Context: an optimization exercise on an open-source flow, tuned for small area. The choices shown serve that exercise and are no tape-out recipe.
Only simulation tests tie the RTL to the original design; equivalence was not proved.
No activity file was given, so power comes from the tool's default toggle rates.

==> flow/design.v <==
module HopfieldControl(
	input clk,
	input rst,
	input same_input,   
	input converged,    
	output reg modify_neuron,              
	output reg modify_neuron_using_input,  
	output reg modify_weights              
);
	reg [1:0] state;
	reg [1:0] next_state;
	always @( * ) begin
		modify_neuron = 0;
		modify_neuron_using_input = 0;
		modify_weights = 0;
		case (state)
			2'd0: begin
				modify_neuron = 1;
				modify_neuron_using_input = 1;
			end
			2'd1: modify_neuron = 1;
			2'd2: modify_weights = 1;
			default: ;
		endcase
	end
	always @( * ) begin
		next_state = state;
		case (state)
			2'd0:
				if (same_input) next_state = 2'd1;
			2'd1:
				if (converged) next_state = 2'd2;
				else if (~same_input) next_state = 2'd0;
			2'd2:
				if (~same_input) next_state = 2'd0;
			default: ;
		endcase
	end
	always @(posedge clk) begin
		if (rst) state <= 2'd0;
		else     state <= next_state;
	end
endmodule
module HopfieldDatapath(
	input clk,
	input rst,
	input  [5'd31:0] pattern_input,
	input modify_neuron,
	input modify_neuron_using_input,
	input modify_weights,
	output same_input,
	output converged,
	output reg [5'd31:0] neuron_states
);
	localparam N = 32;
	reg  [N-1:0] pattern_input_prev;
	wire [N-1:0] neuron_states_new;
	wire [N-1:0] wm [0:N-1];
	genvar i, j;
	generate
		for (i = 0; i < N; i = i + 1) begin : row
			assign wm[i][i] = 1'b0;
			for (j = i + 1; j < N; j = j + 1) begin : col
				reg w;
				always @(posedge clk) begin
					if (rst)
						w <= 1'b0;
					else if (modify_weights & pattern_input[i] & pattern_input[j])
						w <= 1'b1;
				end
				assign wm[i][j] = w;
				assign wm[j][i] = w;
			end
			assign neuron_states_new[i] = |(wm[i] & neuron_states);
		end
	endgenerate
	assign same_input = (pattern_input == pattern_input_prev);
	assign converged  = (neuron_states == neuron_states_new);
	always @(posedge clk) begin
		pattern_input_prev <= pattern_input;
		if (modify_neuron) begin
			if (modify_neuron_using_input)
				neuron_states <= pattern_input;
			else
				neuron_states <= neuron_states_new;
		end
	end
endmodule
module HopfieldNetwork(
	input        clk,
	input        rst,
	input  [5'd31:0] pattern_input,
	output [5'd31:0] neuron_states
);
	wire same_input;
	wire converged;
	wire modify_neuron;
	wire modify_neuron_using_input;
	wire modify_weights;
	HopfieldDatapath dpath(
		.clk(clk),
		.rst(rst),
		.pattern_input(pattern_input),
		.modify_neuron(modify_neuron),
		.modify_neuron_using_input(modify_neuron_using_input),
		.modify_weights(modify_weights),
		.same_input(same_input),
		.converged(converged),
		.neuron_states(neuron_states)
	);
	HopfieldControl ctrl(
		.clk(clk),
		.rst(rst),
		.same_input(same_input),
		.converged(converged),
		.modify_neuron(modify_neuron),
		.modify_neuron_using_input(modify_neuron_using_input),
		.modify_weights(modify_weights)
	);
endmodule
Settings: LEC_CHECK=0, CAP_MARGIN=20, CELL_PAD_IN_SITES_DETAIL_PLACEMENT=1, CORE_MARGIN=2, CORE_UTILIZATION=35, SLEW_MARGIN=20; clock period 9.0 ns.
standard.sh (not shown) runs the stock make flow with config.mk's settings and CLKGATE_MAP_FILE= SYNTH_SCRIPT=/design/flow/synth_recipe.tcl, a recipe that flattens the netlist after the stock synthesis.
==> flow/flow/run.sh <==
#!/bin/bash
# Layout flow: the standard ORFS flow (standard.sh) with these changes:
#  - after the standard synthesis, its combinational logic is mapped again
#    for area (flow/remap.sh); every flip-flop stays as synthesis made it,
#  - the buffers ABC inserts are removed at floorplan (repair_design re-buffers
#    only the nets that need it),
#  - the port buffers are the smallest buffer (they are still one per port),
#  - clock tree: clkbuf_8 leaf clusters of up to 15 sinks, no dummy loads.
set -euo pipefail
export REMOVE_ABC_BUFFERS=1
export BUFFER_PORTS_ARGS="-buffer_cell sky130_fd_sc_hd__buf_1"
export CTS_ARGS="-sink_clustering_enable -repair_clock_nets -dont_use_dummy_load -buf_list sky130_fd_sc_hd__clkbuf_8 -sink_clustering_size 15 -sink_clustering_max_diameter 60"
R=orfs/results/$FLOW_PLATFORM/HopfieldNetwork/base
bash standard.sh synth > flow_synth.log 2>&1
cp $R/1_2_yosys.v $R/1_2_yosys_standard.v
bash flow/remap.sh $R/1_2_yosys_standard.v $R/1_2_yosys.v > flow_remap.log 2>&1
rm -f $R/1_synth.odb $R/1_synth.sdc
bash standard.sh finish > flow_orfs.log 2>&1
==> flow/flow/area.abc <==
strash
&get -n
&st
&b -d
&dch
&nf -a -R 1000 -E 1000
&put
topo
==> flow/flow/remap.sh <==
#!/bin/bash
# Re-map the combinational logic of the standard synthesis for area, keeping
# every flip-flop instance (name, cell type and connections) as it is.
# usage: remap.sh IN.v OUT.v
set -euo pipefail
IN=$1; OUT=$2
HERE=$(cd "$(dirname "$0")" && pwd)
P=$FLOW_HOME/platforms/$FLOW_PLATFORM
L=$(ls $P/lib/sky130_fd_sc_hd__tt_025C_1v80.lib)
DU=$(sed -n '/DONT_USE_CELLS/,/^$/p' $P/config.mk | grep -oE "sky130_fd_sc_hd__\w+" | sort -u | sed 's/^/-dont_use /' | tr '\n' ' ')
FF=$(grep -oE "sky130_fd_sc_hd__\w*(df|dl|edf|sdf|sedf)\w*" $IN | sort -u | tr '\n' ' ')
PERIOD_PS=$(awk "BEGIN{print int($FLOW_PERIOD_NS*1000)}")
yosys -p "read_liberty -ignore_miss_func $L; blackbox $FF; read_verilog $IN; hierarchy -top $FLOW_TOP; flatten; opt_clean -purge; abc -liberty $L $DU -D $PERIOD_PS -script $HERE/area.abc; opt_clean -purge; rename -hide w:_*.*; opt_clean -purge; hierarchy -top $FLOW_TOP; stat -liberty $L; write_verilog -noattr -noexpr -nohex -nodec $OUT"
Change:
==> flow/run.sh (new file) <==
#!/bin/bash
# synth_recipe.tcl (not shown) runs the flow's synth.tcl, then flattens the netlist and writes it again
# the make line also repeats each setting of config.mk as NAME=value (left out here)
make -C /OpenROAD-flow-scripts/flow DESIGN_CONFIG=/design/flow/config.mk WORK_HOME=/design/flow/orfs CLKGATE_MAP_FILE= SYNTH_SCRIPT=/design/flow/synth_recipe.tcl finish
--- a/flow/config.mk
+++ b/flow/config.mk
@@ -7,6 +7,6 @@
 export LEC_CHECK = 0
+export ABC_AREA = 1
 export CAP_MARGIN = 20
-export CELL_PAD_IN_SITES_DETAIL_PLACEMENT = 1
 export CORE_MARGIN = 2
-export CORE_UTILIZATION = 35
+export CORE_UTILIZATION = 40
 export SLEW_MARGIN = 20
removed: flow/flow/run.sh
removed: flow/flow/area.abc
removed: flow/flow/remap.sh
removed: flow/standard.sh
Setup slack is better by 0.19 ns.
Wire length is lower by 28%.
Final area went up by 28%.
Critical path depth fell by 1.
Total power came out higher by 39%.
Utilization rose by 4.7 points.
Die area went up by 15%.
Hold slack gets worse by 0.052 ns.

-- afterwards: timing with drivers on the ports --
Ports are ideal in the flow. The routed layouts listed here were re-timed in OpenROAD. Step 1, drivers: a clkbuf_16 drives clk and a buf_2 each remaining input, both assumed. Step 2 adds t to the input delays and takes it off the output delays; t is the mean of the earliest and latest rising clock arrival at the registers after step 1. Input paths then give back, and output paths get back, about the clock's delay inside the block. Slacks: ideal ports / drivers / drivers and shift; pairs: ideal ports / drivers.
| run | shift t [ns] | setup slack, ns | worst setup path after step 2 | latest minus earliest clock arrival (ns) | pins driven straight from the clock port |
|---|---|---|---|---|---|
| the first run | 0.735 | 4.232 / 4.232 / 4.232 | register to register | 0.075 / 0.074 | 1 |
| the second run | 0.659 | 4.422 / 4.464 / 3.805 | input to register | 0.040 / 0.040 | 1 |
After both steps every run listed still meets setup and hold. The setup slack of the second run, which loses most, moves by +0.042 ns with the drivers and by -0.617 ns with both steps.
